What follows belongs to an exercise in optimizing a design on an open flow for small area; a production flow would make more cautious choices. Only simulation tests tie the RTL to the original design; equivalence was not proved.

== run A ==
==> flow/design.v (excerpt) <==
module conv1 (
  input clock,
  input reset,
  input vld_in,
  input [5:0][15:0] in,
  output vld_out,
  output [63:0][15:0] out
);
  reg vld_r;
  always @(posedge clock) vld_r <= vld_in & ~reset;
  assign vld_out = vld_r;
  wire [15:0] i0 = in[0];
  wire [15:0] i1 = in[1];
  wire [15:0] i2 = in[2];
  wire [15:0] i3 = in[3];
  wire [15:0] i4 = in[4];
  wire [15:0] i5 = in[5];
  wire [15:0] a0 = i2 + i4;
  wire [15:0] a1 = i1 + ~i3 + 16'd1;
  wire [15:0] a2 = i0 + i3;
  wire [15:0] a3 = i4 + i5;
  wire [15:0] a4 = i0 + i2;
  wire [15:0] a5 = i0 + ~i5 + 16'd1;
  wire [15:0] a6 = i4 + ~i5 + 16'd1;
  wire [15:0] a7 = i2 + ~a6;
  wire [15:0] a8 = i2 + a6;
  wire [15:0] a9 = ~i3 + a5 + 16'd1;
  wire [15:0] a10 = i1 + a4;
  wire [15:0] a11 = i1 + a6;
  wire [15:0] a12 = i0 + a1;
  wire [15:0] a13 = i1 + ~a3 + 16'd1;
  wire [15:0] a14 = i1 + a2;
  wire [15:0] a15 = i1 + a5;
  wire [15:0] a16 = ~a7 + ~a15 + 16'd1;
  wire [15:0] a17 = i4 + a9;
  wire [15:0] a18 = ~i2 + a14 + 16'd1;
  wire [15:0] a19 = ~i5 + a10;
  wire [15:0] a20 = a1 + ~a5 + 16'd1;
  wire [15:0] a21 = a3 + a10;
  wire [15:0] a22 = ~a0 + ~a9 + 16'd2;
  wire [15:0] a23 = ~a8 + ~a14 + 16'd2;
  reg [15:0] r0;
  always @(posedge clock) r0 <= a7;
  reg [15:0] r1;
  always @(posedge clock) r1 <= a8;
  reg [15:0] r2;
  always @(posedge clock) r2 <= a0;
  reg [15:0] r3;
  always @(posedge clock) r3 <= a1;
  reg [15:0] r4;
  always @(posedge clock) r4 <= a2;
  reg [15:0] r5;
  always @(posedge clock) r5 <= a9;
  reg [15:0] r6;
  always @(posedge clock) r6 <= i3;
  reg [15:0] r7;
  always @(posedge clock) r7 <= a16;
  reg [15:0] r8;
  always @(posedge clock) r8 <= a10;
  reg [15:0] r9;
  always @(posedge clock) r9 <= a11;
  reg [15:0] r10;
  always @(posedge clock) r10 <= a12;
  reg [15:0] r11;
  always @(posedge clock) r11 <= i2;
  reg [15:0] r12;
  always @(posedge clock) r12 <= a13;
  reg [15:0] r13;
  always @(posedge clock) r13 <= a3;
  ...
For scale: about 4800 cells after synthesis, ~1100 I/O pins, roughly 0.039 sq mm of cells after synthesis.
clock: 6.0 ns
lec_check: 0
cap_margin: 20
core_margin: 2
core_utilization: 50
gpl_timing_driven: 1
setup_slack_margin: 0.05
slew_margin: 20
standard.sh (not shown) runs the stock make flow with config.mk's settings and CLKGATE_MAP_FILE= SYNTH_SCRIPT=/design/flow/synth_recipe.tcl, a recipe that flattens the netlist after the stock synthesis.
==> flow/flow/run.sh <==
#!/bin/bash
# Layout flow: standard synthesis (for the register list), then the hand-mapped
# adder netlist generated by flow/gen.py from flow/plan.json replaces the
# synthesized netlist; the rest is the standard ORFS flow, with port buffers
# of the smallest buffer cell.
set -eo pipefail
R=orfs/results/sky130hd/conv1/base
bash standard.sh synth > std_synth.log 2>&1
cp $R/1_2_yosys.v std_1_2_yosys.v
python3 flow/gen.py flow/plan.json std_1_2_yosys.v hand_netlist.v > gen.log 2>&1
cp hand_netlist.v $R/1_2_yosys.v
rm -f $R/1_synth.odb
bash standard.sh BUFFER_PORTS_ARGS="-buffer_cell sky130_fd_sc_hd__buf_1" PLACE_PINS_ARGS="-min_distance 1 -min_distance_in_tracks" POST_GLOBAL_PLACE_TCL=$PWD/flow/post_gpl.tcl finish > std_finish.log 2>&1
Other scripts of this flow, unchanged in this note and not shown: flow/flow/gen.py, flow/flow/nlgen3.py, flow/flow/plan.json, flow/flow/post_gpl.tcl
Input changes introduced in run B (baseline for comparison: run A):
Settings: changing CORE_UTILIZATION from 50 to 55; changing SETUP_SLACK_MARGIN from 0.05 to 0.25; changing GPL_TIMING_DRIVEN from 1 to 0.
[summary]
--- input diff run B..run C ---
Settings: CTS_CLUSTER_DIAMETER newly set to 80; SETUP_SLACK_MARGIN changed from 0.25 to 0.15; CTS_CLUSTER_SIZE newly set to 25.
diff --git a/flow/flow/run.sh b/flow/flow/run.sh
--- a/flow/flow/run.sh
+++ b/flow/flow/run.sh
@@ -12,2 +12,2 @@
 rm -f $R/1_synth.odb
-bash standard.sh BUFFER_PORTS_ARGS="-buffer_cell sky130_fd_sc_hd__buf_1" PLACE_PINS_ARGS="-min_distance 1 -min_distance_in_tracks" POST_GLOBAL_PLACE_TCL=$PWD/flow/post_gpl.tcl finish > std_finish.log 2>&1
+bash standard.sh BUFFER_PORTS_ARGS="-buffer_cell sky130_fd_sc_hd__buf_1" PLACE_PINS_ARGS="-min_distance 1 -min_distance_in_tracks" POST_GLOBAL_PLACE_TCL=$PWD/flow/post_gpl.tcl CTS_ARGS="-sink_clustering_enable -repair_clock_nets -sink_clustering_size 25 -sink_clustering_max_diameter 80 -dont_use_dummy_load" finish > std_finish.log 2>&1
Findings:
Going from run B to run C, routed wirelength normalized by instance count shrinks by 0.54%.
Sequential cell area in the final layout of run C is on par with run B.
Comparing run C and run B, area added between synthesis and finish is lower on run C.
Measured against run C, the clock-buffer cell count of run B comes out at 1.9 times the reference value.
Here is what was changed in the inputs of run D compared with run C.
Settings: SETUP_SLACK_MARGIN: 0.15 -> 0.25.
diff --git a/flow/flow/run.sh b/flow/flow/run.sh
--- a/flow/flow/run.sh
+++ b/flow/flow/run.sh
@@ -12,2 +12,2 @@
 rm -f $R/1_synth.odb
-bash standard.sh BUFFER_PORTS_ARGS="-buffer_cell sky130_fd_sc_hd__buf_1" PLACE_PINS_ARGS="-min_distance 1 -min_distance_in_tracks" POST_GLOBAL_PLACE_TCL=$PWD/flow/post_gpl.tcl CTS_ARGS="-sink_clustering_enable -repair_clock_nets -sink_clustering_size 25 -sink_clustering_max_diameter 80 -dont_use_dummy_load" finish > std_finish.log 2>&1
+bash standard.sh BUFFER_PORTS_ARGS="-buffer_cell sky130_fd_sc_hd__buf_1" PLACE_PINS_ARGS="-min_distance 1 -min_distance_in_tracks" POST_GLOBAL_PLACE_TCL=$PWD/flow/post_gpl.tcl finish > std_finish.log 2>&1
Findings:
- For post-CTS setup buffer count, dividing the value from run D by the value from run C gives 1.4.
- Per the comparison of run D with run C, final critical path time including I/O delays and setup now smaller, global router's overall resource usage +0.41 points.
- Lower number of standard cells in the final layout excluding fillers among run D and run C: run C
- Run D vs run C: via count up in run D
- Startpoint of the most critical setup path = in[64]: run D; startpoint of the most critical setup path = in[48]: run C
- Worst max-slew margin expressed relative to the limit down 1.7 points in run D wrt run C
- Changes observed in run D relative to run C: total of clock buffers placed in the layout picked up an extra 2.

* * *

== v47 ==
Starting RTL as in the previous note.
export LEC_CHECK = 0
export CAP_MARGIN = 20
export CORE_MARGIN = 2
export CORE_UTILIZATION = 55
export CTS_CLUSTER_DIAMETER = 80
export CTS_CLUSTER_SIZE = 25
export GPL_TIMING_DRIVEN = 0
export SETUP_SLACK_MARGIN = 0.15
export SLEW_MARGIN = 20
create_clock -name core_clock -period 6.0 [get_ports {clock}]
==> flow/flow/run.sh <==
#!/bin/bash
# Layout flow: standard synthesis (for the register list), then the hand-mapped
# adder netlist generated by flow/gen.py from flow/plan.json replaces the
# synthesized netlist; the rest is the standard ORFS flow, with port buffers
# of the smallest buffer cell.
set -eo pipefail
R=orfs/results/sky130hd/conv1/base
bash standard.sh synth > std_synth.log 2>&1
cp $R/1_2_yosys.v std_1_2_yosys.v
python3 flow/gen.py flow/plan.json std_1_2_yosys.v hand_netlist.v > gen.log 2>&1
cp hand_netlist.v $R/1_2_yosys.v
rm -f $R/1_synth.odb
bash standard.sh BUFFER_PORTS_ARGS="-buffer_cell sky130_fd_sc_hd__buf_1" PLACE_PINS_ARGS="-min_distance 1 -min_distance_in_tracks" POST_GLOBAL_PLACE_TCL=$PWD/flow/post_gpl.tcl CTS_ARGS="-sink_clustering_enable -repair_clock_nets -sink_clustering_size 25 -sink_clustering_max_diameter 80 -dont_use_dummy_load" finish > std_finish.log 2>&1
Other scripts of this flow, unchanged in this note and not shown: flow/flow/gen.py, flow/flow/nlgen3.py, flow/flow/plan.json, flow/flow/post_gpl.tcl
v47: PASS, flow complete, no timing, DRC or antenna violations
### v47 -> v54
# v47
export LEC_CHECK = 0
export CAP_MARGIN = 20
export CORE_MARGIN = 2
export CORE_UTILIZATION = 55
export CTS_CLUSTER_DIAMETER = 80
export CTS_CLUSTER_SIZE = 25
export GPL_TIMING_DRIVEN = 0
export SETUP_SLACK_MARGIN = 0.15
export SLEW_MARGIN = 20
create_clock -name core_clock -period 6.0 [get_ports {clock}]
# v54
export LEC_CHECK = 0
export CAP_MARGIN = 20
export CORE_MARGIN = 2
export CORE_UTILIZATION = 55
export CTS_CLUSTER_DIAMETER = 80
export CTS_CLUSTER_SIZE = 25
export GPL_TIMING_DRIVEN = 0
export PLACE_DENSITY = 0.8
export SETUP_SLACK_MARGIN = 0.08
export SLEW_MARGIN = 20
create_clock -name core_clock -period 6.0 [get_ports {clock}]
Findings:
- v54 ended up with a lower total clock buffers created by CTS than v47 did.
- Across both runs, post-placement worst setup slack was higher for v54 than for v47.
- Of v54 and v47, it is v54 that has the lower H-tree level count.
- v47: done, clean on timing, DRC and antenna
- v54 failed in global routing (5_1_grt) with GRT-0116.
- As far as number of cell rows goes, v47 and v54 are indistinguishable; the numbers are identical.
- Diff v54..v47 | synthesized cell count | unchanged
- v54 against v47: detailed placer's ending HPWL now sits higher; post-CTS setup-driven buffer insertion count now sits higher.
Input-level comparison between v49 and v54:
# v54
export LEC_CHECK = 0
export CAP_MARGIN = 20
export CORE_MARGIN = 2
export CORE_UTILIZATION = 55
export CTS_CLUSTER_DIAMETER = 80
export CTS_CLUSTER_SIZE = 25
export GPL_TIMING_DRIVEN = 0
export PLACE_DENSITY = 0.8
export SETUP_SLACK_MARGIN = 0.08
export SLEW_MARGIN = 20
create_clock -name core_clock -period 6.0 [get_ports {clock}]
# v49
export LEC_CHECK = 0
export CAP_MARGIN = 20
export CORE_MARGIN = 2
export CORE_UTILIZATION = 62
export CTS_CLUSTER_DIAMETER = 80
export CTS_CLUSTER_SIZE = 25
export GPL_TIMING_DRIVEN = 0
export SETUP_SLACK_MARGIN = 0.13
export SLEW_MARGIN = 20
create_clock -name core_clock -period 6.0 [get_ports {clock}]
==> run summary <==
- Of v54 and v49, only v54 never reached the final stage.
- As of v49, die width had fallen by a few percent compared to v54.
- NOTE detailed placer's ending HPWL v54->v49 decreased by a few percent
- Diff v54 -> v49 | total number of placement rows | down by a few percent
- Total clock buffers created by CTS, v54 and v49: lower on v54
- Y dimension of the die in v49 is 5.7% lower than in v54
- Compared with v54, v49 improves worst setup slack after placement.
> inputs changed (v49 -> v25)
# v49
export LEC_CHECK = 0
export CAP_MARGIN = 20
export CORE_MARGIN = 2
export CORE_UTILIZATION = 62
export CTS_CLUSTER_DIAMETER = 80
export CTS_CLUSTER_SIZE = 25
export GPL_TIMING_DRIVEN = 0
export SETUP_SLACK_MARGIN = 0.13
export SLEW_MARGIN = 20
create_clock -name core_clock -period 6.0 [get_ports {clock}]
# v25
export LEC_CHECK = 0
export CAP_MARGIN = 20
export CORE_MARGIN = 2
export CORE_UTILIZATION = 55
export CTS_CLUSTER_DIAMETER = 80
export CTS_CLUSTER_SIZE = 25
export GPL_ROUTABILITY_DRIVEN = 0
export GPL_TIMING_DRIVEN = 0
export SETUP_SLACK_MARGIN = 0.08
export SLEW_MARGIN = 20
create_clock -name core_clock -period 6.0 [get_ports {clock}]
==> comparison <==
Compare v25 and v49 | maximum level of the CTS H-tree lower: v49. Sort v25 and v49 by post-cts gate resize count, ascending, and v25 comes first. Note that the die outline height recorded for v25 amounts to 1.06 times the value seen in v49. v25 -> v49: cts-stage hold buffer count delta 0, exact match. Diff v49 -> v25: final area now sits at about the same level, logic depth of the worst path, buffers included lost 1, HPWL after detailed placement fell by about 1%, met3 routed wirelength saw a decrease. From v49 to v25 the numbers moved as follows: non-clock buffer total of the final layout decreased 10.

* * *

== run 1 ==
conv1 again, from the RTL that the note above started with.
==> flow/config.mk <==
export PLATFORM = sky130hd
export DESIGN_NAME = conv1
export DESIGN_NICKNAME = conv1
export VERILOG_FILES = /design/flow/design.v
export SDC_FILE = /design/flow/constraint.sdc
export NUM_CORES = 8
export LEC_CHECK = 0
export CAP_MARGIN = 20
export CORE_MARGIN = 2
export CORE_UTILIZATION = 55
export CTS_CLUSTER_DIAMETER = 80
export CTS_CLUSTER_SIZE = 25
export GPL_TIMING_DRIVEN = 0
export PLACE_DENSITY = 0.7
export SETUP_SLACK_MARGIN = 0.11
export SLEW_MARGIN = 20
==> flow/constraint.sdc <==
create_clock -name core_clock -period 6.0 [get_ports {clock}]
set_input_delay 1.2000 -clock core_clock [delete_from_list [all_inputs] [get_ports {clock}]]
set_output_delay 1.2000 -clock core_clock [all_outputs]
set_load 0.01 [all_outputs]
Scripts as last shown in full above: flow/flow/run.sh
Other scripts of this flow, unchanged in this note and not shown: flow/flow/gen.py, flow/flow/nlgen3.py, flow/flow/plan.json, flow/flow/post_gpl.tcl
The inputs of run 2 differ from those of run 1 as listed below.
- SETUP_SLACK_MARGIN: 0.11 -> 0.15
- PLACE_DENSITY: 0.7 -> unset
diff --git a/flow/flow/run.sh b/flow/flow/run.sh
--- a/flow/flow/run.sh
+++ b/flow/flow/run.sh
@@ -12,2 +12,2 @@
 rm -f $R/1_synth.odb
-bash standard.sh BUFFER_PORTS_ARGS="-buffer_cell sky130_fd_sc_hd__buf_1" PLACE_PINS_ARGS="-min_distance 1 -min_distance_in_tracks" POST_GLOBAL_PLACE_TCL=$PWD/flow/post_gpl.tcl CTS_ARGS="-sink_clustering_enable -repair_clock_nets -sink_clustering_size 25 -sink_clustering_max_diameter 80 -dont_use_dummy_load" finish > std_finish.log 2>&1
+bash standard.sh BUFFER_PORTS_ARGS="-buffer_cell sky130_fd_sc_hd__buf_1" PLACE_PINS_ARGS="-min_distance 1 -min_distance_in_tracks" POST_GLOBAL_PLACE_TCL=$PWD/flow/post_gpl.tcl finish > std_finish.log 2>&1
==> comparison <==
Cmp run 1 and run 2 / wire length / higher: run 1. In the tables for run 1 and run 2, worst setup slack reads higher with run 2. Run 2 ended up with in[65] as its launching element of the worst setup path; run 1 ended up with r8[2]$_DFF_P_. Taking run 2 as 1.0, run 1 lands at 0.77 on post-CTS resize count. Compared run 2 vs run 1, and final instance count without filler cells is up in run 2. In the flow results for run 1 and run 2, the smallest hold slack is larger on run 2. Run 2 vs. run 1: sequential cell area in the final layout stayed essentially flat; delay of the slowest critical-path stage dropped 0.19 ns; count of clock buffers in the final design climbed 32%. In the tables for run 1 and run 2, sequential share of cell area reads lower with run 2. NOTE via count run 1->run 2 decreased slightly. Cell count along the critical path (higher): run 2.
Modified inputs, run 3 compared to run 2
- SETUP_SLACK_MARGIN: 0.15 -> 0.08
- PLACE_DENSITY: unset -> 0.75
diff --git a/flow/flow/run.sh b/flow/flow/run.sh
--- a/flow/flow/run.sh
+++ b/flow/flow/run.sh
@@ -12,2 +12,2 @@
 rm -f $R/1_synth.odb
-bash standard.sh BUFFER_PORTS_ARGS="-buffer_cell sky130_fd_sc_hd__buf_1" PLACE_PINS_ARGS="-min_distance 1 -min_distance_in_tracks" POST_GLOBAL_PLACE_TCL=$PWD/flow/post_gpl.tcl finish > std_finish.log 2>&1
+bash standard.sh BUFFER_PORTS_ARGS="-buffer_cell sky130_fd_sc_hd__buf_1" PLACE_PINS_ARGS="-min_distance 1 -min_distance_in_tracks" POST_GLOBAL_PLACE_TCL=$PWD/flow/post_gpl.tcl CTS_ARGS="-sink_clustering_enable -repair_clock_nets -sink_clustering_size 25 -sink_clustering_max_diameter 80 -dont_use_dummy_load" finish > std_finish.log 2>&1
Findings:
- ~same number of cell rows in run 3 and run 2
- Summary — global routing met2 resource utilization, run 3 relative to run 2: higher, by 7.5 points.

-- port drivers added, routing unchanged --
No port has a modelled driver above. Below, the same layouts with a new extraction and two added sets of constraints.
Step 1 (the two cells are an assumption about what drives the block):
set clk [get_ports {clock}]
set_driving_cell -lib_cell sky130_fd_sc_hd__clkbuf_16 $clk
set_driving_cell -lib_cell sky130_fd_sc_hd__buf_2 [delete_from_list [all_inputs] $clk]
Step 2 moves the port delays by t, midway between the first and last clock arrival at a register: inputs arrive t later, outputs are due t later. That takes back most of the time a late clock gives input paths.
Three values: ideal, step 1, step 2; two values: the first two.
run | t (ns) | slack for setup (ns) | worst setup path after step 2 | latest minus earliest clock arrival (ns)
run A | 0.685 | 0.114 / 0.038 / -0.355 | input to register | 0.037 / 0.037
run B | 0.677 | 0.249 / 0.266 / -0.412 | input to register | 0.022 / 0.021
run C | 0.626 | 0.162 / 0.202 / -0.416 | input to register | 0.082 / 0.082
run D | 0.647 | 0.283 / 0.265 / -0.342 | input to register | 0.049 / 0.049
v47 | 0.632 | 0.247 / 0.176 / -0.335 | input to register | 0.062 / 0.062
v49 | 0.682 | 0.125 / 0.055 / -0.441 | input to register | 0.047 / 0.047
v25 | 0.625 | 0.166 / 0.096 / -0.398 | input to register | 0.090 / 0.089
run 1 | 0.692 | 0.185 / 0.110 / -0.414 | input to register | 0.080 / 0.080
run 2 | 0.647 | 0.242 / 0.175 / -0.385 | input to register | 0.046 / 0.045
run 3 | 0.638 | 0.175 / 0.103 / -0.458 | input to register | 0.085 / 0.086
With both steps, setup timing fails in every run listed, where it was met with ideal ports. For run B, which loses most, drivers alone change the setup slack by +0.017 ns; drivers and shift together by -0.661 ns.
